Source: an optimization exercise on an open RTL-to-GDS flow (aim: small area and a short achievable clock period). Production flows keep margins and buffers that such runs may drop. The RTL was checked by simulation tests, not by an equivalence proof against the original design. Power is estimated from default activity; no workload was simulated.

<file path="flow/setup_margin.txt">
8.3
</file>
<file path="config.mk">
export PLATFORM = sky130hd
export DESIGN_NAME = Processor
export DESIGN_NICKNAME = Processor
export VERILOG_FILES = /design/flow/design.v
export SDC_FILE = /design/flow/constraint.sdc
export NUM_CORES = 4
export LEC_CHECK = 0
export CAP_MARGIN = 20
export CORE_MARGIN = 2
export CORE_UTILIZATION = 40
export PLACE_DENSITY = 0.6
export SLEW_MARGIN = 20
</file>
<file path="standard.sh">
#!/bin/bash
# synth_recipe.tcl (not shown) runs the flow's synth.tcl, then flattens the netlist and writes it again
# the make line also repeats each setting of config.mk as NAME=value (left out here)
make -C /OpenROAD-flow-scripts/flow DESIGN_CONFIG=/design/flow/config.mk WORK_HOME=/design/flow/orfs CLKGATE_MAP_FILE= SYNTH_SCRIPT=/design/flow/synth_recipe.tcl "${@:-finish}"
</file>
<file path="constraint.sdc">
create_clock -name core_clock -period 12.0 [get_ports {clk}]
set_input_delay 2.4000 -clock core_clock [delete_from_list [all_inputs] [get_ports {clk}]]
set_output_delay 2.4000 -clock core_clock [all_outputs]
set_load 0.01 [all_outputs]
</file>
<file path="design.v">
module Processor(clk, rst, interrupt, in_port, imem_addr, imem_data, dmem_re, dmem_we, dmem_addr, dmem_wdata, dmem_rdata, out_valid, out_port);
    input clk, rst, interrupt;
    input [15:0] in_port;
    output [31:0] imem_addr;
    input  [15:0] imem_data;
    output dmem_re, dmem_we;
    output [10:0] dmem_addr;
    output [15:0] dmem_wdata;
    input  [15:0] dmem_rdata;
    output out_valid;
    output [15:0] out_port;
    reg [31:0] pc;
    reg [15:0] ret_hi;        
    reg [15:0] sp;
    reg        fC, fN, fZ;    
    reg        zpend;         
    reg [1:0]  int_st;
    reg [2:0]  ret_st, reti_st;
    reg [15:0] rf [0:7];
    reg        fd_int;
    reg [15:0] fd_instr;
    reg [31:0] fd_pc;         
    reg        de_mr, de_mw;
    reg [1:0]  de_as;
    reg [2:0]  de_ds;
    reg [1:0]  de_bt;
    reg        de_call;
    reg        de_sum, de_pass, de_not, de_or, de_and, de_shl, de_shr;
    reg        de_yuse, de_yinv, de_yones, de_cin;
    reg        de_fcout, de_fncout, de_fsetc, de_fkeep;
    reg        de_fe;
    reg        de_spw, de_fw, de_wbsel, de_rw;
    reg [1:0]  de_plh;
    reg        de_out;
    reg        de_fa, de_fb;  
    reg [15:0] de_x, de_y;    
    reg [3:0]  de_sh;
    reg [2:0]  de_dst;
    reg        em_re, em_we;
    reg [10:0] em_addr;
    reg [15:0] em_wd;
    reg [15:0] em_alu;
    reg        em_spw, em_fw, em_wbsel, em_rw;
    reg [1:0]  em_plh;
    reg [2:0]  em_dst;
    reg        em_out;
    reg [15:0] mw_wd;
    reg        mw_fw, mw_out;
    wire [15:0] wdn = em_wbsel ? dmem_rdata : em_alu;
    wire [15:0] sp_n = em_spw ? em_alu : sp;
    wire zf_last = (em_alu == 16'b0);
    wire Z = zpend ? zf_last : fZ;
    wire BRANCH = (de_bt == 2'd1 && Z) || (de_bt == 2'd2 && fN) || (de_bt == 2'd3 && fC);
    wire [5:0] opcode = fd_instr[15:10];
    wire [2:0] f_src  = fd_instr[9:7];
    wire [2:0] f_dst  = fd_instr[6:4];
    wire [3:0] f_sh   = fd_instr[3:0];
    wire intr  = |int_st || fd_int;
    wire retm  = !intr && (|ret_st || opcode == 6'b100110);
    wire retim = !intr && !retm && (|reti_st || opcode == 6'b100111);
    wire call2 = !intr && !retm && !retim && de_call;
    wire norm  = !intr && !retm && !retim && !de_call;
    wire cu_t0 = intr && int_st == 2'd0;
    wire cu_t1 = intr && int_st == 2'd1;
    wire cu_t2 = intr && int_st == 2'd2;
    wire cu_t3 = retm && ret_st == 3'd0;
    wire cu_t4 = retm && ret_st == 3'd1;
    wire cu_t5 = retm && ret_st == 3'd2;
    wire cu_t6 = retm && ret_st == 3'd3;
    wire cu_t7 = retm && ret_st == 3'd4;
    wire cu_t8 = retm && ret_st == 3'd5;
    wire cu_t9 = retim && reti_st == 3'd0;
    wire cu_t10 = retim && reti_st == 3'd2;
    wire cu_t11 = retim && reti_st == 3'd3;
    wire cu_t12 = retim && reti_st == 3'd1;
    wire cu_t13 = retim && reti_st == 3'd4;
    wire cu_t14 = retim && reti_st == 3'd5;
    wire cu_t15 = call2;
    wire cu_t16 = norm && opcode == 6'b000000;
    wire cu_t17 = norm && opcode == 6'b000001;
    wire cu_t18 = norm && opcode == 6'b000010;
    wire cu_t19 = norm && opcode == 6'b000011;
    wire cu_t20 = norm && opcode == 6'b000100;
    wire cu_t21 = norm && opcode == 6'b000101;
    wire cu_t22 = norm && opcode == 6'b111100;
    wire cu_t23 = norm && opcode == 6'b110001;
    wire cu_t24 = norm && opcode == 6'b010111;
    wire cu_t25 = norm && opcode == 6'b011000;
    wire cu_t26 = norm && opcode == 6'b011001;
    wire cu_t27 = norm && opcode == 6'b011010;
    wire cu_t28 = norm && opcode == 6'b010110;
    wire cu_t29 = norm && opcode == 6'b011011;
    wire cu_t30 = norm && opcode == 6'b011111;
    wire cu_t31 = norm && opcode == 6'b010010;
    wire cu_t32 = norm && opcode == 6'b010011;
    wire cu_t33 = norm && opcode == 6'b010100;
    wire cu_t34 = norm && opcode == 6'b100000;
    wire cu_t35 = norm && opcode == 6'b100001;
    wire cu_t36 = norm && opcode == 6'b100010;
    wire cu_t37 = norm && opcode == 6'b100100;
    wire cu_t38 = norm && opcode == 6'b001100;
    wire cu_t39 = norm && opcode == 6'b110011;
    wire cu_t40 = norm && opcode == 6'b100101;
    wire cu_t41 = norm && opcode != 6'b000000 && opcode != 6'b000001 && opcode != 6'b000010 && opcode != 6'b000011 && opcode != 6'b000100 && opcode != 6'b000101 && opcode != 6'b111100 && opcode != 6'b110001 && opcode != 6'b010111 && opcode != 6'b011000 && opcode != 6'b011001 && opcode != 6'b011010 && opcode != 6'b010110 && opcode != 6'b011011 && opcode != 6'b011111 && opcode != 6'b010010 && opcode != 6'b010011 && opcode != 6'b010100 && opcode != 6'b100000 && opcode != 6'b100001 && opcode != 6'b100010 && opcode != 6'b100100 && opcode != 6'b001100 && opcode != 6'b110011 && opcode != 6'b100101;
    wire fdE = cu_t2 | cu_t8 | cu_t14 | cu_t15 | cu_t16 | cu_t17 | cu_t18 | cu_t19 | cu_t20 | cu_t21 | cu_t22 | cu_t23 | cu_t24 | cu_t25 | cu_t26 | cu_t27 | cu_t28 | cu_t29 | cu_t30 | cu_t31 | cu_t32 | cu_t33 | cu_t34 | cu_t35 | cu_t36 | cu_t37 | cu_t38 | cu_t39 | cu_t41;
    wire pcE = cu_t1 | cu_t2 | cu_t7 | cu_t8 | cu_t13 | cu_t14 | cu_t15 | cu_t16 | cu_t17 | cu_t18 | cu_t19 | cu_t20 | cu_t21 | cu_t22 | cu_t23 | cu_t24 | cu_t25 | cu_t26 | cu_t27 | cu_t28 | cu_t29 | cu_t30 | cu_t31 | cu_t32 | cu_t33 | cu_t34 | cu_t35 | cu_t36 | cu_t37 | cu_t38 | cu_t39 | cu_t40 | cu_t41;
    wire flush = cu_t31 | cu_t37;
    wire [1:0] jsel;
    assign jsel[0] = cu_t7 | cu_t13 | cu_t37 | cu_t40;
    assign jsel[1] = cu_t1 | cu_t7 | cu_t13;
    wire [6:0] MEMc;
    assign MEMc[0] = cu_t2 | cu_t15 | cu_t22;
    assign MEMc[1] = cu_t0 | cu_t2 | cu_t40;
    assign MEMc[2] = cu_t1 | cu_t15 | cu_t40;
    assign MEMc[3] = cu_t0 | cu_t1 | cu_t2 | cu_t15 | cu_t22 | cu_t33 | cu_t40;
    assign MEMc[4] = cu_t0 | cu_t1 | cu_t2 | cu_t3 | cu_t4 | cu_t9 | cu_t10 | cu_t11 | cu_t15 | cu_t22 | cu_t23 | cu_t40;
    assign MEMc[5] = cu_t0 | cu_t1 | cu_t2 | cu_t15 | cu_t22 | cu_t33 | cu_t40;
    assign MEMc[6] = cu_t3 | cu_t4 | cu_t9 | cu_t10 | cu_t11 | cu_t23 | cu_t32;
    wire [12:0] EXc;
    assign EXc[0] = cu_t0 | cu_t1 | cu_t2 | cu_t3 | cu_t4 | cu_t9 | cu_t10 | cu_t11 | cu_t15 | cu_t17 | cu_t18 | cu_t19 | cu_t20 | cu_t21 | cu_t22 | cu_t23 | cu_t24 | cu_t25 | cu_t26 | cu_t27 | cu_t28 | cu_t29 | cu_t30 | cu_t31 | cu_t38 | cu_t39 | cu_t40;
    assign EXc[1] = cu_t17 | cu_t18 | cu_t19 | cu_t20 | cu_t21 | cu_t24 | cu_t25 | cu_t26 | cu_t27 | cu_t29 | cu_t30;
    assign EXc[2] = cu_t29 | cu_t30;
    assign EXc[3] = cu_t0 | cu_t1 | cu_t2 | cu_t3 | cu_t4 | cu_t9 | cu_t10 | cu_t11 | cu_t15 | cu_t22 | cu_t23 | cu_t39 | cu_t40;
    assign EXc[4] = cu_t0 | cu_t1 | cu_t2 | cu_t3 | cu_t4 | cu_t9 | cu_t10 | cu_t11 | cu_t15 | cu_t22 | cu_t23 | cu_t31 | cu_t40;
    assign EXc[5] = cu_t3 | cu_t4 | cu_t9 | cu_t10 | cu_t11 | cu_t18 | cu_t19 | cu_t21 | cu_t23 | cu_t25 | cu_t26 | cu_t30;
    assign EXc[6] = cu_t0 | cu_t1 | cu_t2 | cu_t15 | cu_t17 | cu_t18 | cu_t22 | cu_t24 | cu_t25 | cu_t26 | cu_t27 | cu_t35 | cu_t36 | cu_t37 | cu_t40;
    assign EXc[7] = cu_t0 | cu_t1 | cu_t2 | cu_t3 | cu_t4 | cu_t9 | cu_t10 | cu_t11 | cu_t15 | cu_t19 | cu_t22 | cu_t23 | cu_t26 | cu_t27 | cu_t28 | cu_t31 | cu_t38 | cu_t39 | cu_t40;
    assign EXc[8] = cu_t0 | cu_t1 | cu_t2 | cu_t3 | cu_t4 | cu_t9 | cu_t10 | cu_t11 | cu_t15 | cu_t17 | cu_t18 | cu_t22 | cu_t23 | cu_t29 | cu_t30 | cu_t35 | cu_t36 | cu_t37 | cu_t38 | cu_t40;
    assign EXc[9] = cu_t40;
    assign EXc[10] = cu_t34 | cu_t36;
    assign EXc[11] = cu_t35 | cu_t36;
    assign EXc[12] = cu_t37;
    wire [5:0] WBc;
    assign WBc[0] = cu_t9 | cu_t10 | cu_t19 | cu_t20 | cu_t21 | cu_t23 | cu_t24 | cu_t25 | cu_t26 | cu_t27 | cu_t28 | cu_t29 | cu_t30 | cu_t31 | cu_t32 | cu_t39;
    assign WBc[1] = cu_t4 | cu_t10;
    assign WBc[2] = cu_t3 | cu_t4 | cu_t9 | cu_t10;
    assign WBc[3] = cu_t3 | cu_t4 | cu_t9 | cu_t10 | cu_t11 | cu_t23 | cu_t32;
    assign WBc[4] = cu_t11;
    assign WBc[5] = cu_t0 | cu_t1 | cu_t2 | cu_t3 | cu_t4 | cu_t9 | cu_t10 | cu_t11 | cu_t15 | cu_t22 | cu_t23 | cu_t40;
    wire outc = cu_t38;
    wire [1:0] int_n;
    assign int_n[0] = cu_t0;
    assign int_n[1] = cu_t1;
    wire [2:0] ret_n;
    assign ret_n[0] = cu_t3 | cu_t5 | cu_t7;
    assign ret_n[1] = cu_t4 | cu_t5;
    assign ret_n[2] = cu_t6 | cu_t7;
    wire [2:0] reti_n;
    assign reti_n[0] = cu_t10 | cu_t11 | cu_t13;
    assign reti_n[1] = cu_t9 | cu_t10;
    assign reti_n[2] = cu_t12 | cu_t13;
    wire hazard_pop = (ret_st == 3'd0) && (reti_st == 3'd0);
    wire load_use = de_mr && ((de_dst == f_src) || (de_dst == f_dst)) && hazard_pop;
    wire sel = BRANCH || load_use;
    wire special = |int_st || fd_int || |ret_st || |reti_st || de_call || opcode == 6'b100110 || opcode == 6'b100111;
    wire swap = !special && (opcode == 6'b000011 || opcode == 6'b000100 || opcode == 6'b000101 || opcode == 6'b001100);
    wire [15:0] rs = rf[f_src];
    wire [15:0] ry = rf[f_dst];
    wire sp_op = special || opcode == 6'b111100 || opcode == 6'b110001 || opcode == 6'b100101;
    wire spw_c = sp_op;
    wire xf_em = ((swap ? f_dst == de_dst : f_src == de_dst) && de_rw) || (spw_c && de_spw);
    wire xf_mw = (swap ? f_dst == em_dst : f_src == em_dst) && em_rw;
    wire xf_sp = spw_c && em_spw;
    wire y_raw = special || opcode == 6'b100000 || opcode == 6'b100001 || opcode == 6'b100010 || opcode == 6'b100101;
    wire yf_em = f_dst == de_dst && de_rw && !y_raw;
    wire yf_mw = f_dst == em_dst && em_rw && !y_raw;
    reg [15:0] x_in;
    always @(*) begin
        if (xf_mw) x_in = wdn;
        else if (xf_sp) x_in = em_alu;
        else if (swap) x_in = ry;
        else if (sp_op) x_in = sp;
        else if (opcode == 6'b110011) x_in = fd_pc[15:0];    
        else if (opcode == 6'b010010) x_in = imem_data;      
        else x_in = rs;
    end
    wire [3:0] aop = EXc[8:5];
    wire aen = EXc[0] && !sel;
    wire c_sum = aen && (aop <= 4'd3 || aop == 4'd13 || aop == 4'd14);
    reg [15:0] y_in;
    always @(*) begin
        if (yf_mw) y_in = wdn;
        else case (MEMc[2:0])
            3'd3, 3'd5: y_in = fd_pc[31:16];
            3'd4, 3'd6: y_in = fd_pc[15:0];
            default: y_in = ry;
        endcase
    end
    wire [15:0] X = de_fa ? em_alu : de_x;
    wire [15:0] Y = de_fb ? em_alu : de_y;
    wire [15:0] yadd = de_yuse ? (Y ^ {16{de_yinv}}) : {16{de_yones}};
    wire [15:0] ag = X & yadd;
    wire [15:0] ap = X ^ yadd;
    wire [15:0] pg [0:4];
    wire [15:0] pp [0:4];
    assign pg[0] = {ag[15:1], ag[0] | (ap[0] & de_cin)};
    assign pp[0] = ap;
    genvar gl, gi;
    generate
        for (gl = 1; gl <= 4; gl = gl + 1) begin : sk_level
            for (gi = 0; gi < 16; gi = gi + 1) begin : sk_bit
                if ((gi >> (gl - 1)) % 2 == 1) begin : sk_merge
                    localparam integer J = ((gi >> (gl - 1)) << (gl - 1)) - 1;
                    assign pg[gl][gi] = pg[gl-1][gi] | (pp[gl-1][gi] & pg[gl-1][J]);
                    assign pp[gl][gi] = pp[gl-1][gi] & pp[gl-1][J];
                end else begin : sk_pass
                    assign pg[gl][gi] = pg[gl-1][gi];
                    assign pp[gl][gi] = pp[gl-1][gi];
                end
            end
        end
    endgenerate
    wire [16:0] carry = {pg[4], de_cin};
    wire [16:0] sum = {carry[16], ap ^ carry[15:0]};
    function [15:0] rev16(input [15:0] v);
        integer i;
        for (i = 0; i < 16; i = i + 1) rev16[i] = v[15 - i];
    endfunction
    wire [15:0] sh_in = de_shl ? rev16(X) : X;
    wire [16:0] sh_out = {sh_in, 1'b0} >> de_sh;    
    wire [15:0] sh = sh_out[16:1];
    wire [15:0] res = ({16{de_sum}} & sum[15:0]) | ({16{de_pass}} & X) | ({16{de_not}} & ~X)
                    | ({16{de_or}} & (X | Y)) | ({16{de_and}} & (X & Y))
                    | ({16{de_shl}} & rev16(sh)) | ({16{de_shr}} & sh);
    wire aC = (de_fcout & sum[16]) | (de_shl & X[15]) | (de_shr & X[0]) | de_fsetc;
    wire aN = (de_fncout & ~sum[16]) | (de_shl & sh_out[0]) | (de_fkeep & fN);
    wire alu_fw = de_fe && !mw_fw;    
    reg [10:0] addr_n;
    reg [15:0] wd_n;
    always @(*) begin
        case (de_as)
            2'd1: addr_n = Y[10:0];
            2'd2: addr_n = sum[10:0];    
            default: addr_n = X[10:0];
        endcase
        case (de_ds)
            3'd0: wd_n = X;
            3'd1: wd_n = Y;
            3'd2: wd_n = {13'b0, fC, fN, Z};
            default: wd_n = de_y;
        endcase
    end
    wire [31:0] pc_plus = pc + 32'd1;
    reg [31:0] pc_in;
    always @(*) begin
        if (BRANCH) pc_in = {16'b0, de_y};
        else case (jsel)
            2'd0: pc_in = pc_plus;
            2'd1: pc_in = {16'b0, ry};
            2'd2: pc_in = 32'b0;
            default: pc_in = {ret_hi, mw_wd};
        endcase
    end
    wire pc_en = pcE && !load_use;
    wire fd_en = fdE && !load_use;
    wire [15:0] instr = (flush || BRANCH) ? 16'b0 : imem_data;
    assign imem_addr = pc;
    always @(posedge clk) begin
        if (rst) begin
            pc <= 32'd32;
            ret_hi <= 16'b0;
            sp <= 16'd2047;
            fC <= 1'b0; fN <= 1'b0; fZ <= 1'b0; zpend <= 1'b0;
            int_st <= 2'b0; ret_st <= 3'b0; reti_st <= 3'b0;
            fd_int <= 1'b0; fd_instr[15:10] <= 6'b0;
            de_mr <= 1'b0; de_mw <= 1'b0; de_bt <= 2'b0; de_call <= 1'b0; de_fe <= 1'b0;
            de_spw <= 1'b0; de_fw <= 1'b0; de_wbsel <= 1'b0; de_rw <= 1'b0; de_plh <= 2'b0; de_out <= 1'b0;
            em_re <= 1'b0; em_we <= 1'b0; em_spw <= 1'b0; em_fw <= 1'b0; em_wbsel <= 1'b0; em_rw <= 1'b0;
            em_plh <= 2'b0; em_out <= 1'b0;
            mw_fw <= 1'b0; mw_out <= 1'b0;
        end else begin
            if (pc_en) pc <= pc_in;
            if (em_plh == 2'b10) ret_hi <= wdn;
            sp <= sp_n;
            if (em_fw) begin
                {fC, fN, fZ} <= wdn[2:0];
                zpend <= 1'b0;
            end else begin
                if (alu_fw) begin fC <= aC; fN <= aN; end
                fZ <= Z;
                zpend <= alu_fw && !de_fkeep;
            end
            int_st <= int_n; ret_st <= ret_n; reti_st <= reti_n;
            if (fd_en) begin
                fd_int <= interrupt;
                fd_instr[15:10] <= instr[15:10];
            end
            de_mr <= sel ? 1'b0 : MEMc[6];
            de_mw <= sel ? 1'b0 : MEMc[5];
            de_bt <= sel ? 2'b0 : EXc[11:10];
            de_call <= sel ? 1'b0 : EXc[9];
            de_fe <= sel ? 1'b0 : EXc[1];
            de_spw <= sel ? 1'b0 : WBc[5];
            de_fw <= sel ? 1'b0 : WBc[4];
            de_wbsel <= sel ? 1'b0 : WBc[3];
            de_plh <= sel ? 2'b0 : WBc[2:1];
            de_rw <= sel ? 1'b0 : WBc[0];
            de_out <= outc;
            em_re <= de_mr;
            em_we <= de_mw & ~de_mr;
            em_spw <= de_spw; em_fw <= de_fw; em_wbsel <= de_wbsel; em_rw <= de_rw;
            em_plh <= de_plh; em_out <= de_out;
            mw_fw <= em_fw; mw_out <= em_out;
        end
    end
    wire [15:0] rf_d = rst ? 16'b0 : wdn;
    wire [7:0]  rf_we = rst ? 8'hff : (em_rw ? (8'b1 << em_dst) : 8'b0);
    integer ri;
    always @(posedge clk)
        for (ri = 0; ri < 8; ri = ri + 1)
            if (rf_we[ri]) rf[ri] <= rf_d;
    always @(posedge clk) begin
        if (fd_en) begin
            fd_instr[9:0] <= instr[9:0];
            if (interrupt) fd_pc <= pc;
            else if (imem_data[15:10] == 6'b100101) fd_pc <= pc_plus;    
            else fd_pc <= {pc[31:16], in_port};
        end
        de_sum <= c_sum;
        de_pass <= aen && (aop == 4'd4 || aop == 4'd12);
        de_not <= aen && aop == 4'd5;
        de_or <= aen && aop == 4'd6;
        de_and <= aen && aop == 4'd7;
        de_shl <= aen && aop == 4'd8;
        de_shr <= aen && aop == 4'd9;
        de_yuse <= aop == 4'd2 || aop == 4'd3;
        de_yinv <= aop == 4'd3;
        de_yones <= aop == 4'd1 || aop == 4'd14;
        de_cin <= aop == 4'd0 || aop == 4'd3 || aop == 4'd13;
        de_fcout <= aop == 4'd0 || aop == 4'd2;
        de_fncout <= aop == 4'd1 || aop == 4'd3;
        de_fsetc <= aop == 4'd10;
        de_fkeep <= aop == 4'd10 || aop == 4'd11;
        de_fa <= xf_em; de_fb <= yf_em;
        de_x <= x_in; de_y <= y_in; de_sh <= f_sh; de_dst <= f_dst;
        de_as <= MEMc[4:3]; de_ds <= MEMc[2:0];
        em_addr <= addr_n; em_wd <= wd_n; em_alu <= res; em_dst <= de_dst;
        mw_wd <= wdn;
    end
    assign dmem_re = em_re;
    assign dmem_we = em_we;
    assign dmem_addr = em_addr;
    assign dmem_wdata = em_wd;
    assign out_valid = mw_out;
    assign out_port = mw_wd;
endmodule
</file>
<file path="flow/abc_area_delay.script">
&get -n
&st
&dch
&nf
&put
buffer -c
topo
stime -c
upsize -c
dnsize -c
</file>
<file path="flow/run.sh">
#!/bin/bash
# Own layout flow: the standard layout (standard.sh) with
#  - port buffers of buf_2 cells instead of the default delay-buffer cells,
#  - repair_timing aiming for a setup slack of SETUP_MARGIN ns at the design's clock period.
# Each tool's full output goes to a log file in the work folder.
set -euo pipefail
WORK=$(cd "$(dirname "$0")/.." && pwd)
cd "$WORK"
SETUP_MARGIN=$(cat flow/setup_margin.txt)
ORIG=$(grep -o "SYNTH_SCRIPT=[^ ]*" standard.sh | head -1 | cut -d= -f2- | tr -d "'")
test -f "$ORIG"
cat > "$WORK/synth_abc.tcl" <<EOT
proc abc {args} {
  set i [lsearch -exact \$args -script]
  if { \$i >= 0 } {
    lset args [expr {\$i + 1}] $WORK/flow/abc_area_delay.script
  }
  yosys abc {*}\$args
}
source $ORIG
EOT
sed -e "s#SYNTH_SCRIPT=[^ ]*#SYNTH_SCRIPT=$WORK/synth_abc.tcl #" standard.sh > flow_standard.sh
grep -q "SYNTH_SCRIPT=$WORK/synth_abc.tcl" flow_standard.sh
bash flow_standard.sh \
  "BUFFER_PORTS_ARGS=-buffer_cell sky130_fd_sc_hd__buf_2" \
  "SETUP_SLACK_MARGIN=$SETUP_MARGIN" \
  finish > "$WORK/flow_make.log" 2>&1
test -f out/final.def
</file>
==> run_results.csv, run 1 <==
group,metric,value,unit
worst_setup_path,cp.arrival,1.30,ns
timing,relSlewSlack,0.1949,
timing,grt_setup_unrepaired,"yes",
synthesis,synth.distinct_cells,87,
power,switchingPower,3.154,mW
synthesis,synth_fp_nets,2277,
synthesis,async_flop_share,0,
synthesis,yosys.area.top_type,"edfxtp_1",
synthesis,synthesis.area,20650,µm²
worst_setup_path,critPathKind,"register to output pin",
timing,slew_violations,0,
power,p_seq_frac,0.321,
cts,cts_tree,"done",
global_route,antenna_found_initial,0,
worst_setup_path,worst-path-buf-inv,1,
synthesis,yosysWarnings,2,
floorplanning,rows,83,
worst_setup_path,cp.required,9.60,ns
timing,finalCriticalPeriod,3.697,ns
power,combPwrFrac,0.468,
worst_setup_path,worst-r2r-cell-count,14,
synthesis,synth-edff-count,170,
worst_setup_path,r2r_slack,8.31,ns
timing,worst_pin_slew,1.200,ns
global_route,grt_overflow,0,
worst_setup_path,cp-start-kind,"register",
floorplanning,core_area,51200,µm²
worst_setup_path,r2r_end,"em_alu[8]",
timing,setup_viol,0,
finish,drive_above_1_share,0.1711,
placed_design,dp_hpwl,54.63,mm
worst_setup_path,slowest_stage,"dfxtp_1",
synthesis,yosys-top-cells-area,"edfxtp_1 (25%), dfxtp_1 (22%), a21oi_1 (4.9%)",
job,max_cap_violations,0,
worst_hold_path,hold_end,"de_sh[3]",
worst_hold_path,hp-class,"register to register",
worst_hold_path,min_path_cells,0,
timing,fin_tns_setup,0,ns
route,antenna_left,0,
route,drtPass1Iterations,6,
worst_setup_path,cp_max_fo,6,
route,vias,18770,
cts,cts.sinks,398,
floorplanning,die_h,231.2,µm
route,drtIter0Drc,2173,
route,routedWlPerCell,26.28,µm
route,via_per_inst,6.270,
cts,insertion_delay,0.61,ns
worst_setup_path,slowest_delay,0.49,ns
synthesis,ys_seq_area_frac,0.4683,
floorplanning,die_w,231.2,µm
synthesis,synth-main-ff-cell,"dfxtp_1",
synthesis,ys_ff_latch,398,
finish,finalNonFillerCells,2994,
cts,clockBufferDepth,3,
floorplanning,design.die.area,53450,µm²
route,routed_wl,78.68,mm
power,power_frac_clock,0.211,
floorplanning,ios,129,
worst_hold_path,hold_start,"fd_instr[3]",
timing,final.period_utilization,0.3081,
worst_setup_path,path_cells,"buf_2",
power,ir_drop,250.4,µV
global_route,grt_pass1_vias,17520,
power,p_int,3.957,mW
timing,final_hold_viol_count,0,
finish,syn2layout_area_growth,15.76,%
floorplanning,start_util,0.4033,
power,p_leak,9.182,nW
synthesis,avgSynthCellArea,9.380,µm²
route,route.detailed.drc,0,
worst_setup_path,path_delay_family,"flip-flops",
run_status,status,"complete, no violations",
power,power_density,297.5,nW/µm²
cts,cts_max_level,2,
placed_design,placed_cells,2886,
timing,skew,0.04315,ns
global_route,grt_max_degree,60,
worst_setup_path,rr_startpoint,"de_fb",
finish,diodes,0,
worst_setup_path,endpoint_kind,"output pin",
synthesis,synth_top_area_share,0.2473,
global_route,grt_usage,0.2866,
placed_design,port-buffer-count,128,
cts,root_buffer,"clkbuf_16",
timing,fmax,270.5,MHz
synthesis,syn_inst,2201,
placed_design,gp_congestion,0.9411,
power,netSwitchingFraction,0.4435,
timing,timing.hold.ws,0.3329,ns
cts,numCtsBuffers,45,
finish,fin_nets,2355,
power,power,7.111,mW
global_route,grt_first_pass_wirelength,114.7,mm
cts,clk_pin_slew,0.06,ns
-- power groups by stage --
stage | clock (mW) | sequential, mW | combinational [mW]
floorplan | 0 | 2.04 | 2.16
global placement | 0 | 2.29 | 3.07
detailed placement | 0 | 2.29 | 3.08
CTS | 1.52 | 2.27 | 3.14
global route | 1.57 | 2.31 | 3.55
finish | 1.50 | 2.28 | 3.33
-- cell type report --
type / instances / area, µm²
repair buffers: 197 / 1205
inverters: 90 / 341.6
clock inverters: 23 / 394.1
well taps: 680 / 850.8
multi-input cells: 1547 / 10190
fillers: 4820 / 27300
flip-flops and latches: 398 / 9708
clock buffers: 59 / 1209
-- cell usage in the layout (no fill, tap or decap), drive strengths merged, types with 76 or more instances in the layout --
master	n
nor2	224
buf	196
a21oi	204
o21ai	114
mux2i	80
inv	90
nand2	165
edfxtp	170
a22oi	76
dfxtp	228
-- cell families after synthesis --
| logic type | count (synthesis) | share of synthesized area |
|---|---|---|
| AO/OA/AOI/OAI | 675 | 0.2207 |
| XOR/XNOR | 64 | 0.02715 |
| flip-flops | 398 | 0.4683 |
| AND/OR/NAND/NOR | 676 | 0.1615 |
| adder cells (fa/ha/maj) | 25 | 0.01697 |
| buffers and inverters | 258 | 0.04854 |
| multiplexers | 105 | 0.05678 |
-- state kept, by name, summed over array words and instances, names as in the netlist, 2 cells and up --
| signal | flops |
|---|---|
| de_y | 16 |
| reti_st | 3 |
| de_x | 16 |
| rf | 128 |
| em_addr | 11 |
| de_sh | 4 |
| ret_hi | 16 |
| em_plh | 2 |
| de_dst | 3 |
| em_wd | 16 |
| fd_instr | 16 |
| int_st | 2 |
| fd_pc | 32 |
| em_alu | 16 |
| ret_st | 3 |
| sp | 16 |
| em_dst | 3 |
| de_ds | 3 |
| de_bt | 2 |
| de_as | 2 |
| mw_wd | 16 |
| pc | 32 |
| de_plh | 2 |
-- per-stage QoR --
stage | worst slack (ns) | area [µm²] | utilization
6_report | 8.303 | 23900 | 0.4668
4_1_cts | 8.101 | 23680 | 0.4625
2_1_floorplan | 8.301 | 20670 | -
3_5_place_dp | 7.367 | 21920 | 0.4281
5_1_grt | 8.103 | 23900 | 0.4668
3_3_place_gp | 7.399 | 21910 | 0.4280
-- repair_timing --
item | 4_1_cts | 5_1_grt
hold buffers | 0 | 0
gates resized for setup | 33 | 26
endpoints found under the setup margin | 173 | 109
pin swaps | 4 | 4
buffers inserted | 7 | 17
cloned | 1 | 1
-- synth_stat cells, types with 13 or more instances --
master,instances
nor2b_1,24
o21ai_1,17
a22o_1,17
dfxtp_1,228
nand2_1,164
mux2i_1,80
mux2_2,17
and3_1,17
nor2_1,222
o21ai_0,97
nor4_1,21
edfxtp_1,170
a31oi_1,13
ha_1,20
a21oi_1,202
a221o_1,34
buf_2,18
nand3_1,53
a22oi_1,76
clkbuf_1,139
a211oi_1,51
xnor2_1,34
and2_1,21
o211ai_1,26
xor2_1,30
or3_1,21
nor3_1,33
nand4_1,20
a221oi_1,64
inv_1,87
-- how the worst max path moves through the flow --
stage / cells past startpoint / slack (ns) / end / start
after floorplan: 6 / 8.30 / fd_pc[5] / imem_data[11]
after global placement: 6 / 7.40 / fd_pc[30] / imem_data[11]
after detailed placement: 6 / 7.37 / fd_pc[27] / imem_data[11]
after CTS: 15 / 8.10 / em_alu[8] / de_fb
after global routing: 15 / 8.10 / em_alu[8] / de_fb
final: 1 / 8.30 / imem_addr[28] / pc[28]
-- metal layers --
| layer | routed length, µm | global-route usage | vias to the layer above |
|---|---|---|---|
| met4 | 4246 | 0.1444 | 0 |
| met1 | 31750 | 0.3751 | 9183 |
| li1 | - | - | 8368 |
| met5 | 0 | 0 | - |
| met3 | 7158 | 0.06152 | 218 |
| met2 | 35520 | 0.4477 | 1004 |
==> run 2: changes to the inputs <==
==> flow/setup_margin.txt (replaced) <==
8.7
==> run_results.csv, run 2 <==
group,metric,value,unit
run_status,status,"complete, no violations",
route,via_per_inst,6.261,
power,power,7.368,mW
timing,worst_slack,8.465,ns
placed_design,gp_congestion,0.9173,
worst_setup_path,cp.arrival,1.14,ns
synthesis,synth_top_area_share,0.2473,
synthesis,synth.distinct_cells,87,
worst_setup_path,critPathKind,"register to output pin",
power,ir_drop,172.5,µV
finish,drive_above_1_share,0.2463,
global_route,grt_pass1_vias,17910,
timing,final_hold_viol_count,0,
timing,fin_tns_setup,0,ns
power,p_int,4.080,mW
finish,largest_reg_flops,128,
cts,insertion_delay,0.60,ns
synthesis,ys_seq_area_frac,0.4683,
synthesis,synth_fp_nets,2277,
power,p_leak,9.719,nW
route,vias,19200,
floorplanning,core_area,51200,µm²
worst_setup_path,rr_startpoint,"de_fb",
floorplanning,design.die.area,53450,µm²
synthesis,yosys.area.top_type,"edfxtp_1",
timing,setup_viol,0,
floorplanning,start_util,0.4033,
power,netSwitchingFraction,0.4463,
finish,fin_nets,2425,
timing,finalCriticalPeriod,3.535,ns
synthesis,yosys-top-cells-area,"edfxtp_1 (25%), dfxtp_1 (22%), a21oi_1 (4.9%)",
worst_setup_path,cp-start-kind,"register",
worst_setup_path,crit_path_start,"em_re",
global_route,grt_usage,0.2915,
finish,regMostFlops,"rf",
cts,postCtsHoldBufs,0,
global_route,grt_max_degree,72,
worst_setup_path,cp_max_fo,2,
cts,cts_max_level,2,
floorplanning,ios,129,
timing,slew_violations,0,
worst_setup_path,r2r_slack,8.63,ns
placed_design,place_ws,7.302,ns
finish,diodes,0,
power,power_frac_clock,0.189,
synthesis,synth.most_common_cell,"dfxtp_1",
synthesis,yosysWarnings,2,
floorplanning,die_h,231.2,µm
synthesis,synth-edff-count,170,
route,antenna_left,0,
placed_design,placed_cells,2879,
synthesis,synth-main-ff-cell,"dfxtp_1",
timing,worst_pin_slew,1.143,ns
floorplanning,rows,83,
finish,mostFrequentLayoutCells,"nor2_1 (200), a21oi_1 (192), edfxtp_1 (170)",
floorplanning,die_w,231.2,µm
global_route,antenna_found_initial,0,
power,p_seq_frac,0.310,
global_route,grt_overflow,0,
timing,relSlewSlack,0.2163,
synthesis,ys_ff_latch,398,
power,power_density,288.8,nW/µm²
synthesis,synth_common_cells,"dfxtp_1 (228), nor2_1 (222), a21oi_1 (202), edfxtp_1 (170), nand2_1 (164)",
finish,largestRegisters,"rf: 128 flops, fd_pc: 32 flops, pc: 32 flops",
synthesis,synthesis.area,20650,µm²
timing,fmax,282.9,MHz
route,drtPass1Iterations,6,
worst_hold_path,hp-class,"register to register",
synthesis,syn_inst,2201,
worst_hold_path,hold_start,"fd_instr[1]",
route,drtIter0Drc,2600,
synthesis,avgSynthCellArea,9.380,µm²
cts,clockBufferDepth,3,
finish,syn2layout_area_growth,23.56,%
power,switchingPower,3.289,mW
finish,finalNonFillerCells,3067,
cts,numCtsBuffers,46,
route,route.detailed.drc,0,
route,routedWlPerCell,26.49,µm
worst_setup_path,endpoint_kind,"output pin",
timing,final.period_utilization,0.2946,
cts,root_buffer,"clkbuf_16",
synthesis,async_flop_share,0,
route,routed_wl,81.23,mm
placed_design,port-buffer-count,128,
placed_design,dp_hpwl,53.92,mm
cts,cts_tree,"done",
cts,cts.sinks,398,
timing,grt_setup_unrepaired,"yes",
timing,skew,0.02957,ns
finish,mostFrequentLayoutCell,"nor2_1",
cts,clk_pin_slew,0.06,ns
power,combPwrFrac,0.500,
job,max_cap_violations,0,
global_route,grt_first_pass_wirelength,116.5,mm
worst_setup_path,cp.required,9.60,ns
-- run 2: final timing paths --
check / end / cells past startpoint
hold reg to reg: de_sh[1] / 0
hold / removal: de_sh[1] / 0
setup reg to reg: em_alu[8] / 14
setup / recovery: dmem_re / 2
-- run 2: worst max-delay path, cell delays in order, from the launching register on --
cell     delay [ns]
dfxtp_2        0.32
buf_12         0.12
buf_8          0.12
-- run 2: what timing repair did --
action	in CTS	in global routing
gates cloned	1	3
gates resized for setup	214	95
pin swaps	7	23
setup endpoints to repair	352	211
setup buffers	58	40
-- run 2: layout make-up --
cell class	instances	area [µm²]
timing repair buffer	267	2286
multi-input combinational	1546	10670
inverter	90	344.1
fill	4657	25690
tap	680	850.8
clock buffer	62	1272
clock inverter	24	216.5
sequential	398	9867
-- run 2: logic make-up after synthesis --
kind of cell               count (synthesis)  share of synthesized area
and+or+nand+nor                          676                     0.1615
buffers and inverters                    258                    0.04854
DFF                                      398                     0.4683
adders and majority gates                 25                    0.01697
xor gates and xnor gates                  64                    0.02715
AOI/OAI and AO/OA                        675                     0.2207
muxes                                    105                    0.05678
-- run 2: stage by stage --
stage / hold WS [ns] / utilization / cell area, µm²
floorplan: 0.3233 / - / 20880
global placement: 0.3468 / 0.4295 / 21990
detailed placement: 0.3353 / 0.4298 / 22000
CTS: 0.3434 / 0.4825 / 24700
global route: 0.3609 / 0.4983 / 25510
finish: 0.3452 / 0.4983 / 25510
-- run 2: power groups by stage --
stage | logic, mW | clock network [mW] | registers, mW
6_report | 3.69 | 1.40 | 2.29
5_1_grt | 3.91 | 1.46 | 2.31
4_1_cts | 3.32 | 1.40 | 2.27
3_5_place_dp | 3.09 | 0 | 2.31
3_3_place_gp | 3.08 | 0 | 2.30
2_1_floorplan | 2.18 | 0 | 2.04
-- run 2: routing by layer --
layer  wire (µm)  GRT usage  vias to the layer above
met5           0          0                        -
li1            -          -                     8519
met1       31900     0.3797                     9316
met2       37280     0.4651                     1127
met3        7535    0.05413                      240
met4        4521     0.1442                        0
==> run 3: changes to the inputs <==
--- a/design.v
+++ b/design.v
@@ -156,3 +156,4 @@
     wire swap = !special && (opcode == 6'b000011 || opcode == 6'b000100 || opcode == 6'b000101 || opcode == 6'b001100);
-    wire [15:0] rs = rf[f_src];
+    wire [2:0]  xa = swap ? f_dst : f_src;
+    wire [15:0] rx = rf[xa];
     wire [15:0] ry = rf[f_dst];
@@ -160,5 +161,4 @@
     wire spw_c = sp_op;
-    wire xf_em = ((swap ? f_dst == de_dst : f_src == de_dst) && de_rw) || (spw_c && de_spw);
-    wire xf_mw = (swap ? f_dst == em_dst : f_src == em_dst) && em_rw;
-    wire xf_sp = spw_c && em_spw;
+    wire xf_em = (xa == de_dst && de_rw) || (spw_c && de_spw);
+    wire xf_mw = xa == em_dst && em_rw;
     wire y_raw = special || opcode == 6'b100000 || opcode == 6'b100001 || opcode == 6'b100010 || opcode == 6'b100101;
@@ -169,8 +169,6 @@
         if (xf_mw) x_in = wdn;
-        else if (xf_sp) x_in = em_alu;
-        else if (swap) x_in = ry;
-        else if (sp_op) x_in = sp;
+        else if (sp_op) x_in = sp_n;                         
         else if (opcode == 6'b110011) x_in = fd_pc[15:0];    
         else if (opcode == 6'b010010) x_in = imem_data;      
-        else x_in = rs;
+        else x_in = rx;
     end
@@ -237,5 +235,4 @@
             3'd0: wd_n = X;
-            3'd1: wd_n = Y;
             3'd2: wd_n = {13'b0, fC, fN, Z};
-            default: wd_n = de_y;
+            default: wd_n = Y;
         endcase
==> flow/setup_margin.txt (replaced) <==
8.5
==> run_results.csv, run 3 <==
group,metric,value,unit
run_status,status,"complete, no violations",
timing,worst_pin_slew,1.164,ns
worst_setup_path,cp-start-kind,"input pin",
synthesis,synth_top_area_share,0.2510,
placed_design,placed_cells,2858,
worst_setup_path,endpoint_kind,"register",
synthesis,async_flop_share,0,
finish,diodes,0,
route,antenna_left,0,
placed_design,dp_hpwl,54.85,mm
worst_setup_path,cp_max_fo,8,
power,power_frac_clock,0.189,
synthesis,synth_fp_nets,2266,
power,power_density,298.1,nW/µm²
timing,grt_setup_unrepaired,"yes",
worst_setup_path,r2r_slack,8.48,ns
timing,setup_viol,0,
placed_design,place_ws,7.417,ns
floorplanning,rows,82,
power,p_leak,9.397,nW
power,switchingPower,3.348,mW
synthesis,synth.most_common_cell,"dfxtp_1",
synthesis,yosys-top-cells-area,"edfxtp_1 (25%), dfxtp_1 (22%), a21oi_1 (4.9%)",
power,ir_drop,231.9,µV
timing,worst_slack,8.437,ns
cts,insertion_delay,0.61,ns
finish,finalNonFillerCells,3041,
power,netSwitchingFraction,0.4521,
floorplanning,die_h,229.5,µm
worst_setup_path,worst-r2r-cell-count,13,
cts,clk_pin_slew,0.06,ns
worst_setup_path,cp.arrival,3.81,ns
timing,skew,0.05876,ns
job,max_cap_violations,0,
timing,fmax,280.6,MHz
cts,clockBufferDepth,3,
floorplanning,die_w,229.5,µm
global_route,grt_overflow,0,
worst_setup_path,critPathKind,"input pin to register",
cts,root_buffer,"clkbuf_16",
synthesis,synthesis.area,20340,µm²
worst_hold_path,hold_end,"de_sh[3]",
worst_setup_path,path_delay_family,"multiplexers",
floorplanning,design.die.area,52670,µm²
global_route,antenna_found_initial,0,
synthesis,syn_inst,2190,
worst_setup_path,cp.required,12.24,ns
timing,finalCriticalPeriod,3.563,ns
placed_design,port-buffer-count,128,
route,vias,19080,
finish,drive_above_1_share,0.2212,
power,combPwrFrac,0.497,
cts,cts_tree,"done",
synthesis,ys_ff_latch,398,
finish,finalInstanceArea,24840,µm²
worst_setup_path,slowest_stage,"mux2i_1",
power,power,7.406,mW
synthesis,ys_seq_area_frac,0.4754,
global_route,grt_pass1_vias,17810,
global_route,grt_max_degree,71,
worst_setup_path,r2r_end,"em_alu[8]",
route,route.detailed.drc,0,
finish,regMostFlops,"rf",
timing,final.period_utilization,0.2970,
finish,fillers,4675,
placed_design,gp_congestion,0.9640,
timing,relSlewSlack,0.2020,
worst_setup_path,rr_startpoint,"de_fb",
worst_hold_path,hold_start,"fd_instr[3]",
synthesis,avgSynthCellArea,9.287,µm²
finish,largest_reg_flops,128,
floorplanning,start_util,0.4054,
finish,postLayoutCoreUtil,0.4951,
synthesis,yosys.area.top_type,"edfxtp_1",
finish,fin_nets,2410,
synthesis,yosysWarnings,2,
route,via_per_inst,6.273,
global_route,grt_first_pass_wirelength,118.0,mm
finish,mostFrequentLayoutCell,"nor2_1",
cts,cts.sinks,398,
route,routedWlPerCell,26.60,µm
timing,slew_violations,0,
floorplanning,ios,129,
worst_setup_path,path_cells,"buf_2 -> mux2i_1 -> nor2_1",
floorplanning,core_area,50170,µm²
worst_hold_path,hp-class,"register to register",
synthesis,synth.distinct_cells,83,
worst_hold_path,min_path_cells,0,
finish,largestRegisters,"rf: 128 flops, fd_pc: 32 flops, pc: 32 flops",
route,routed_wl,80.90,mm
global_route,grt_usage,0.2976,
finish,multi_input_area,10380,µm²
synthesis,synth-main-ff-cell,"dfxtp_1",
placed_design,post_dp_cell_area,21530,µm²
timing,final_hold_viol_count,0,
finish,seq_area,9867,µm²
synthesis,synth-edff-count,170,
timing,fin_tns_setup,0,ns
cts,numCtsBuffers,44,
finish,syn2layout_area_growth,22.14,%
finish,mostFrequentLayoutCells,"nor2_1 (213), nand2_1 (187), a21oi_1 (183)",
route,drtIter0Drc,2783,
cts,cts_max_level,2,
worst_setup_path,worst-path-buf-inv,1,
power,p_seq_frac,0.313,
worst_setup_path,slowest_delay,0.90,ns
timing,timing.hold.ws,0.3439,ns
synthesis,synth_common_cells,"dfxtp_1 (228), nor2_1 (215), a21oi_1 (200), nand2_1 (187), edfxtp_1 (170)",
power,p_int,4.057,mW
route,drtPass1Iterations,7,
## run 3: worst max-delay path by stage
stage                              from          end  slack, ns  cells after the start
final                     dmem_rdata[2]     rf[4][2]       8.44                      3
after global routing              de_fb    em_alu[8]       8.35                     13
after CTS                      mw_wd[7]  out_port[7]       8.48                      1
after detailed placement            rst           fN       7.42                      4
after global placement     fd_instr[11]      de_x[1]       7.40                      9
after floorplan           imem_data[11]     fd_pc[5]       8.37                      6
## run 3: logic make-up (layout without fill, tap and decap cells)
| logic type | Yosys count | after routing | synth area share |
|---|---|---|---|
| adders and majority gates | 25 | 25 | 0.01723 |
| xor gates and xnor gates | 61 | 61 | 0.02627 |
| muxes | 82 | 82 | 0.04257 |
| buffers and inverters | 229 | 403 | 0.04632 |
| DFF | 398 | 398 | 0.4754 |
| and+or+nand+nor | 746 | 751 | 0.1808 |
| AOI/OAI and AO/OA | 649 | 649 | 0.2114 |
## run 3: repair_timing
action | in CTS | in global routing
buffers inserted | 75 | 21
hold buffers | 0 | 0
pin swaps | 23 | 23
endpoints found under the setup margin | 466 | 119
resized for setup | 195 | 60
cloned | 4 | 2
## run 3: per-layer routing
| layer | up-vias | share of wire | track usage |
|---|---|---|---|
| met1 | 9270 | 0.41 | 0.4073 |
| met3 | 210 | 0.10 | 0.06138 |
| met5 | - | 0 | 0 |
| li1 | 8413 | - | - |
| met4 | 0 | 0.049 | 0.1295 |
| met2 | 1183 | 0.44 | 0.4543 |
## run 3: cell type report
cell class,instances,area share
multi-input cells,1568,0.4180
well taps,672,0.03385
clock inverters,19,0.01073
flip-flops and latches,398,0.3972
repair buffers,255,0.08064
clock buffers,62,0.04946
inverters,67,0.01012
## run 3: worst reg2reg max path, stage by stage (launching register included)
cell and delay [ns]:
dfxtp_4 0.38, mux2i_4 0.28, xor2_1 0.17, a21o_1 0.16
fa_2 0.22, inv_2 0.04, fa_2 0.33, a21o_1 0.20
a21oi_4 0.25, o311ai_4 0.15, fa_1 0.54, a222oi_1 0.34
nand2_1 0.10, a221o_1 0.26
## run 3: power by group through the flow
stage | Clock, mW | Sequential, mW | Combinational [mW]
2_1_floorplan | 0 | 2.07 | 2.15
3_3_place_gp | 0 | 2.31 | 3.02
3_5_place_dp | 0 | 2.32 | 3.03
4_1_cts | 1.41 | 2.30 | 3.40
5_1_grt | 1.47 | 2.35 | 3.90
6_report | 1.40 | 2.32 | 3.68
==> run 4: changes to the inputs <==
--- a/design.v
+++ b/design.v
@@ -257,5 +257,2 @@
             pc <= 32'd32;
-            ret_hi <= 16'b0;
-            sp <= 16'd2047;
-            fC <= 1'b0; fN <= 1'b0; fZ <= 1'b0; zpend <= 1'b0;
             int_st <= 2'b0; ret_st <= 3'b0; reti_st <= 3'b0;
@@ -269,12 +266,2 @@
             if (pc_en) pc <= pc_in;
-            if (em_plh == 2'b10) ret_hi <= wdn;
-            sp <= sp_n;
-            if (em_fw) begin
-                {fC, fN, fZ} <= wdn[2:0];
-                zpend <= 1'b0;
-            end else begin
-                if (alu_fw) begin fC <= aC; fN <= aN; end
-                fZ <= Z;
-                zpend <= alu_fw && !de_fkeep;
-            end
             int_st <= int_n; ret_st <= ret_n; reti_st <= reti_n;
@@ -302,4 +289,24 @@
     end
-    wire [15:0] rf_d = rst ? 16'b0 : wdn;
-    wire [7:0]  rf_we = rst ? 8'hff : (em_rw ? (8'b1 << em_dst) : 8'b0);
+    reg rst_q;
+    always @(posedge clk) rst_q <= rst;
+    always @(posedge clk) begin
+        if (rst_q) begin
+            ret_hi <= 16'b0;
+            sp <= 16'd2047;
+            fC <= 1'b0; fN <= 1'b0; fZ <= 1'b0; zpend <= 1'b0;
+        end else begin
+            if (em_plh == 2'b10) ret_hi <= wdn;
+            sp <= sp_n;
+            if (em_fw) begin
+                {fC, fN, fZ} <= wdn[2:0];
+                zpend <= 1'b0;
+            end else begin
+                if (alu_fw) begin fC <= aC; fN <= aN; end
+                fZ <= Z;
+                zpend <= alu_fw && !de_fkeep;
+            end
+        end
+    end
+    wire [15:0] rf_d = rst_q ? 16'b0 : wdn;
+    wire [7:0]  rf_we = rst_q ? 8'hff : (em_rw ? (8'b1 << em_dst) : 8'b0);
     integer ri;
==> flow/setup_margin.txt (replaced) <==
8.3
--- a/config.mk
+++ b/config.mk
@@ -10,2 +10,4 @@
 export CORE_UTILIZATION = 40
+export CTS_CLUSTER_DIAMETER = 100
+export CTS_CLUSTER_SIZE = 20
 export PLACE_DENSITY = 0.6
==> run_results.csv, run 4 <==
group,metric,value,unit
timing,final.period_utilization,0.3098,
worst_hold_path,hold_start,"fd_instr[1]",
worst_setup_path,r2r_slack,8.28,ns
power,combPwrFrac,0.508,
power,netSwitchingFraction,0.4694,
cts,cts.sinks,399,
global_route,grt_first_pass_wirelength,108.8,mm
worst_setup_path,cp.required,12.51,ns
placed_design,place_ws,7.355,ns
route,route.detailed.drc,0,
finish,largestRegisters,"rf: 128 flops, fd_pc: 32 flops, pc: 32 flops",
timing,relSlewSlack,0.2975,
worst_setup_path,rr_startpoint,"ret_st[1]",
timing,fin_tns_setup,0,ns
cts,clockBufferDepth,3,
finish,mostFrequentLayoutCells,"nand2_1 (233), a21oi_1 (206), nor2_1 (192), dfxtp_1 (192), edfxtp_1 (170)",
global_route,antenna_found_initial,0,
finish,fin_nets,2317,
synthesis,yosys-top-cells-area,"edfxtp_1 (25%), dfxtp_1 (23%), a21oi_1 (5.3%)",
floorplanning,die_w,229.2,µm
finish,postLayoutCoreUtil,0.4550,
power,p_int,3.383,mW
cts,numCtsBuffers,25,
timing,skew,0.04004,ns
worst_setup_path,r2r_end,"de_x[0]",
route,routedWlPerCell,25.50,µm
worst_setup_path,endpoint_kind,"register",
timing,worst_slack,8.283,ns
finish,syn2layout_area_growth,12.35,%
cts,cts_tree,"done",
finish,multi_input_area,9990,µm²
finish,mostFrequentLayoutCell,"nand2_1",
synthesis,synthesis.area,20280,µm²
worst_hold_path,hold_end,"de_sh[1]",
run_status,status,"complete, no violations",
synthesis,synth.distinct_cells,84,
synthesis,synth_common_cells,"nand2_1 (233), dfxtp_1 (229), a21oi_1 (213), nor2_1 (195), edfxtp_1 (170)",
timing,worst_pin_slew,1.054,ns
worst_setup_path,worst-r2r-cell-count,12,
placed_design,dp_hpwl,53.13,mm
cts,clk_pin_slew,0.09,ns
route,via_per_inst,6.162,
worst_setup_path,worst-path-buf-inv,2,
synthesis,synth_fp_nets,2256,
worst_setup_path,cp-start-kind,"register",
cts,root_buffer,"clkbuf_16",
timing,slew_violations,0,
timing,fmax,269.0,MHz
finish,fillers,4825,
finish,largest_reg_flops,128,
synthesis,syn_inst,2180,
worst_hold_path,hp-class,"register to register",
power,power,6.377,mW
finish,seq_area,9743,µm²
finish,diodes,0,
power,p_leak,8.560,nW
route,routed_wl,74.69,mm
floorplanning,core_area,50070,µm²
floorplanning,start_util,0.4050,
placed_design,gp_congestion,0.9660,
route,antenna_left,0,
worst_setup_path,critPathKind,"register to register",
worst_setup_path,path_cells,"or3_4 -> nor4_4 -> o221a_4 -> buf_4 -> mux2_4 -> nor3_4 -> buf_12 -> a22oi_1 -> and3_1 -> a21oi_1 -> o221ai_1 -> a31oi_1",
global_route,grt_usage,0.2738,
synthesis,ys_ff_latch,399,
route,drtPass1Iterations,6,
synthesis,yosysWarnings,2,
route,vias,18050,
placed_design,port-buffer-count,128,
synthesis,ys_seq_area_frac,0.4778,
worst_hold_path,min_path_cells,0,
worst_setup_path,path_delay_family,"compound AO/OA/AOI/OAI gates",
cts,cts_max_level,1,
timing,setup_viol,0,
synthesis,avgSynthCellArea,9.302,µm²
synthesis,synth_top_area_share,0.2517,
global_route,grt_max_degree,61,
synthesis,yosys.area.top_type,"edfxtp_1",
job,max_cap_violations,0,
timing,final_hold_viol_count,0,
synthesis,synth-edff-count,170,
route,drtIter0Drc,2283,
synthesis,synth-main-ff-cell,"dfxtp_1",
global_route,grt_pass1_vias,16430,
floorplanning,ios,129,
worst_setup_path,slowest_delay,0.45,ns
power,power_frac_clock,0.140,
synthesis,synth.most_common_cell,"nand2_1",
power,switchingPower,2.993,mW
cts,insertion_delay,0.61,ns
timing,finalCriticalPeriod,3.717,ns
global_route,grt_overflow,0,
finish,regMostFlops,"rf",
cts,postCtsHoldBufs,0,
timing,grt_setup_unrepaired,"yes",
floorplanning,design.die.area,52510,µm²
worst_setup_path,cp.arrival,4.23,ns
synthesis,async_flop_share,0,
worst_setup_path,cp_max_fo,14,
power,power_density,279.9,nW/µm²
worst_setup_path,slowest_stage,"or3_4",
floorplanning,rows,82,
power,p_seq_frac,0.352,
power,ir_drop,168.6,µV
floorplanning,die_h,229.2,µm
finish,drive_above_1_share,0.1644,
==> run 4: power groups by stage <==
stage          combinational (mW)  sequential [mW]  clock, mW
2_1_floorplan                2.06             2.03          0
4_1_cts                      3.09             2.22      0.903
6_report                     3.24             2.25      0.892
3_5_place_dp                 2.93             2.24          0
3_3_place_gp                 2.91             2.24          0
5_1_grt                      3.45             2.28      0.951
==> run 4: worst reg2reg max path, stage by stage (launching register included) <==
cell	delay, ns
dfxtp_1	0.36
or3_4	0.45
nor4_4	0.31
o221a_4	0.37
buf_4	0.17
mux2_4	0.35
nor3_4	0.24
buf_12	0.19
a22oi_1	0.10
and3_1	0.18
a21oi_1	0.32
o221ai_1	0.33
a31oi_1	0.24
==> run 4: timing repair <==
item / in CTS / in global routing
pin swaps: 9 / 11
cloned: 0 / 2
gates resized for setup: 45 / 50
endpoints found under the setup margin: 159 / 106
hold endpoints to repair: 0 / 0
buffers inserted: 26 / 7
==> run 4: routing by layer <==
layer  up-vias  wire, µm  GRT usage
met5         -         0          0
met4         0      3194     0.1033
met3       155      7406    0.04507
met2      1034     32400     0.4168
met1      8715     31700     0.3898
li1       8145         -          -
==> run 4: area by class of cell <==
type,instances,area share
Clock buffer,38,0.02960
Sequential cell,399,0.4276
Tap cell,672,0.03690
Inverter,68,0.01120
Clock inverter,5,0.002966
Timing Repair Buffer,190,0.05322
Multi-Input combinational cell,1557,0.4385
==> run 4: cells by family after synthesis <==
| logic type | Yosys count | share of synthesized area |
|---|---|---|
| simple gates | 761 | 0.1846 |
| compound gates | 626 | 0.2024 |
| buf+inv | 226 | 0.04621 |
| xor+xnor | 62 | 0.02678 |
| flops | 399 | 0.4778 |
| mux | 81 | 0.04486 |
| fa+ha+maj | 25 | 0.01728 |
==> run 4: worst max path at each step <==
stage | cells past startpoint | to | start | slack [ns]
after floorplan | 16 | em_alu[8] | de_fb | 8.29
after global placement | 6 | fd_pc[30] | imem_data[11] | 7.40
after detailed placement | 6 | fd_pc[16] | imem_data[11] | 7.35
after CTS | 13 | em_alu[8] | de_fb | 8.24
after global routing | 14 | em_alu[8] | de_fb | 8.26
final | 12 | de_x[0] | ret_st[1] | 8.28
==> run 4: through the flow <==
step	std cells	hold slack [ns]	instance area, µm²
6_report	2929	0.3453	22780
5_1_grt	2929	0.3559	22780
4_1_cts	2920	0.3475	22520
3_5_place_dp	2851	0.3278	21380
3_3_place_gp	2850	0.3246	21370
2_1_floorplan	2180	0.3233	20330
==> run 5: changes to the inputs <==
--- a/config.mk
+++ b/config.mk
@@ -9,6 +9,6 @@
 export CORE_MARGIN = 2
-export CORE_UTILIZATION = 40
+export CORE_UTILIZATION = 55
 export CTS_CLUSTER_DIAMETER = 100
 export CTS_CLUSTER_SIZE = 20
-export PLACE_DENSITY = 0.6
+export PLACE_DENSITY = 0.7
 export SLEW_MARGIN = 20
==> run_results.csv, run 5 <==
group,metric,value,unit
cts,cts.sinks,399,
timing,timing.hold.ws,0.3449,ns
floorplanning,die_w,196.0,µm
synthesis,yosys.area.top_type,"edfxtp_1",
timing,worst_pin_slew,1.200,ns
synthesis,synth.most_common_cell,"nand2_1",
synthesis,synth-edff-count,170,
synthesis,synth-main-ff-cell,"dfxtp_1",
cts,postCtsHoldBufs,0,
floorplanning,design.die.area,38420,µm²
timing,finalCriticalPeriod,3.703,ns
route,vias,18580,
global_route,grt_first_pass_wirelength,106.6,mm
global_route,grt_usage,0.3675,
timing,fmax,270.0,MHz
synthesis,synth_common_cells,"nand2_1 (233), dfxtp_1 (229), a21oi_1 (213), nor2_1 (195), edfxtp_1 (170)",
cts,clk_pin_slew,0.09,ns
floorplanning,die_h,196.0,µm
power,power,6.314,mW
worst_setup_path,slowest_stage,"fa_1",
route,via_per_inst,6.802,
worst_setup_path,cp.required,12.46,ns
synthesis,avgSynthCellArea,9.302,µm²
finish,largest_reg_flops,128,
timing,final_hold_viol_count,0,
timing,setup_viol,0,
power,combPwrFrac,0.506,
power,p_int,3.358,mW
finish,syn2layout_area_growth,11.03,%
run_status,status,"complete, no violations",
finish,fin_nets,2326,
timing,grt_setup_unrepaired,"yes",
cts,clockBufferDepth,3,
synthesis,ys_ff_latch,399,
finish,mostFrequentLayoutCell,"nand2_1",
synthesis,yosys-top-cells-area,"edfxtp_1 (25%), dfxtp_1 (23%), a21oi_1 (5.3%)",
power,switchingPower,2.956,mW
power,ir_drop,233.5,µV
timing,final.period_utilization,0.3086,
placed_design,place_ws,7.405,ns
worst_setup_path,cp-start-kind,"register",
timing,skew,0.02775,ns
worst_setup_path,worst-r2r-cell-count,15,
job,max_cap_violations,0,
finish,mostFrequentLayoutCells,"nand2_1 (233), a21oi_1 (209), dfxtp_1 (195)",
worst_setup_path,cp.arrival,4.16,ns
route,antenna_left,0,
floorplanning,start_util,0.5566,
timing,slew_violations,0,
power,power_density,280.4,nW/µm²
global_route,grt_pass1_vias,16670,
timing,fin_tns_setup,0,ns
power,power_frac_clock,0.135,
floorplanning,core_area,36430,µm²
floorplanning,ios,129,
worst_setup_path,cp_max_fo,4,
placed_design,placed_cells,2645,
route,route.detailed.drc,0,
synthesis,synth.distinct_cells,84,
synthesis,syn_inst,2180,
worst_setup_path,endpoint_kind,"register",
worst_hold_path,hp-class,"register to register",
cts,cts_max_level,1,
synthesis,synth_top_area_share,0.2517,
worst_setup_path,slowest_delay,0.47,ns
worst_setup_path,r2r_slack,8.30,ns
global_route,grt_overflow,0,
cts,numCtsBuffers,24,
finish,finalNonFillerCells,2732,
placed_design,dp_hpwl,50.80,mm
finish,largestRegisters,"rf: 128 flops, fd_pc: 32 flops, pc: 32 flops",
cts,root_buffer,"clkbuf_16",
power,p_seq_frac,0.359,
synthesis,synthesis.area,20280,µm²
worst_hold_path,min_path_cells,0,
power,p_leak,8.587,nW
worst_setup_path,path_cells,"mux2i_4 -> xor2_1 -> a21o_1 -> fa_2 -> inv_2 -> fa_2 -> a21o_1 -> a21oi_4 -> o311a_4 -> buf_6 -> inv_2 -> fa_1 -> a222oi_1 -> o21ai_1 -> a221o_1",
route,routedWlPerCell,26.58,µm
synthesis,yosysWarnings,2,
placed_design,gp_congestion,1.006,
worst_setup_path,path_depth,15,
finish,drive_above_1_share,0.1666,
worst_setup_path,path_delay_family,"compound AO/OA/AOI/OAI gates",
cts,insertion_delay,0.59,ns
global_route,antenna_found_initial,1,
cts,cts_tree,"done",
floorplanning,rows,70,
finish,regMostFlops,"rf",
global_route,grt_max_degree,61,
synthesis,async_flop_share,0,
synthesis,ys_seq_area_frac,0.4778,
timing,relSlewSlack,0.1773,
placed_design,port-buffer-count,128,
power,netSwitchingFraction,0.4681,
route,drtPass1Iterations,8,
timing,worst_slack,8.297,ns
worst_setup_path,critPathKind,"register to register",
route,drtIter0Drc,2851,
route,routed_wl,72.61,mm
synthesis,synth_fp_nets,2256,
worst_setup_path,worst-path-buf-inv,3,
## run 5: changes by cell type in the layout (fill, tap and decap cells not counted), sizes merged
cell    previous run  this run
and2b              3         2
buf              190       201
clkbuf            38        36
clkinv             1         2
diode              0         1
inv               72        69
## run 5: cells by family (layout without fill, tap and decap cells)
| family | after synthesis | in the layout | share of synthesized area |
|---|---|---|---|
| compound gates | 626 | 626 | 0.2024 |
| xor+xnor | 62 | 62 | 0.02678 |
| fa+ha+maj | 25 | 25 | 0.01728 |
| buf+inv | 226 | 308 | 0.04621 |
| flops | 399 | 399 | 0.4778 |
| mux | 81 | 81 | 0.04486 |
| other cells | 0 | 1 | 0 |
| simple gates | 761 | 762 | 0.1846 |
## run 5: layout make-up
cell class | count | area, µm²
Sequential cell | 399 | 9742
Antenna cell | 1 | 2.502
Tap cell | 468 | 585.6
Clock inverter | 3 | 55.05
Multi-Input combinational cell | 1556 | 9951
Fill cell | 3115 | 13920
Timing Repair Buffer | 201 | 1279
Clock buffer | 36 | 645.6
Inverter | 68 | 255.2
## run 5: path summary, 6_finish.rpt
path,start,to
max reg2reg,de_fb,em_alu[8]
min reg2reg,fd_instr[1],de_sh[1]
max,de_fb,em_alu[8]
min,fd_instr[1],de_sh[1]
## run 5: timing repair
action                                  4_1_cts  5_1_grt
setup buffers                                35       11
gates resized for setup                      37       55
cloned                                        0        1
endpoints found under the setup margin      155      147
pin swaps                                    12       19
## run 5: routing by layer
layer,vias up,track usage,part of all wire
met3,227,0.05587,0.11
met4,0,0.1731,0.062
met1,8866,0.5129,0.39
li1,8176,-,-
met5,-,0,0
met2,1314,0.5652,0.43
## run 5: stage by stage
| step | area, µm² | util |
|---|---|---|
| final | 22520 | 0.6180 |
| after global routing | 22520 | 0.6180 |
| after CTS | 22250 | 0.6106 |
| after detailed placement | 21110 | 0.5795 |
| after global placement | 21110 | 0.5793 |
| after floorplan | 20330 | - |
## run 5: worst register-to-register path, cell delays in order (launching register included)
cell and delay, ns:
dfxtp_4 0.40, mux2i_4 0.28, xor2_1 0.17, a21o_1 0.16, fa_2 0.21, inv_2 0.04
fa_2 0.38, a21o_1 0.22, a21oi_4 0.17, o311a_4 0.21, buf_6 0.10, inv_2 0.03
fa_1 0.47, a222oi_1 0.33, o21ai_1 0.11, a221o_1 0.29
## run 5: power by group through the flow
stage / registers [mW] / logic [mW] / clock network, mW
floorplan: 2.03 / 2.06 / 0
global placement: 2.26 / 2.85 / 0
detailed placement: 2.26 / 2.86 / 0
CTS: 2.23 / 3.01 / 0.853
global route: 2.29 / 3.37 / 0.902
finish: 2.27 / 3.19 / 0.853

-- re-timing with driven ports --
The flow's constraints put no driver on any port. The routed layouts listed below were extracted and timed again, unchanged, in two steps. Step 1 sets driving cells, clkbuf_16 on the clock port and buf_2 on the other inputs (assumed; they add their load-dependent delay and slew). Step 2 times the ports against the registers' clock, not the clock port: input delays grow and output delays shrink by t, the midpoint of the rising clock arrivals with the driver on. a / b / c = ideal ports / drivers / drivers and shift; a / b = the first two.
run | t, ns | slack for setup (ns) | clock arrival spread, ns
run 1 | 0.653 | 8.303 / 8.239 / 7.764 | 0.045 / 0.046
run 2 | 0.647 | 8.465 / 8.404 / 8.025 | 0.033 / 0.033
run 3 | 0.633 | 8.437 / 8.453 / 7.834 | 0.058 / 0.059
run 4 | 0.651 | 8.283 / 8.266 / 7.891 | 0.041 / 0.041
run 5 | 0.634 | 8.297 / 8.269 / 7.884 | 0.028 / 0.028
After both steps setup and hold are still met in every run listed. The setup slack of run 3, which loses most, moves by +0.016 ns with the drivers and by -0.603 ns with both steps.
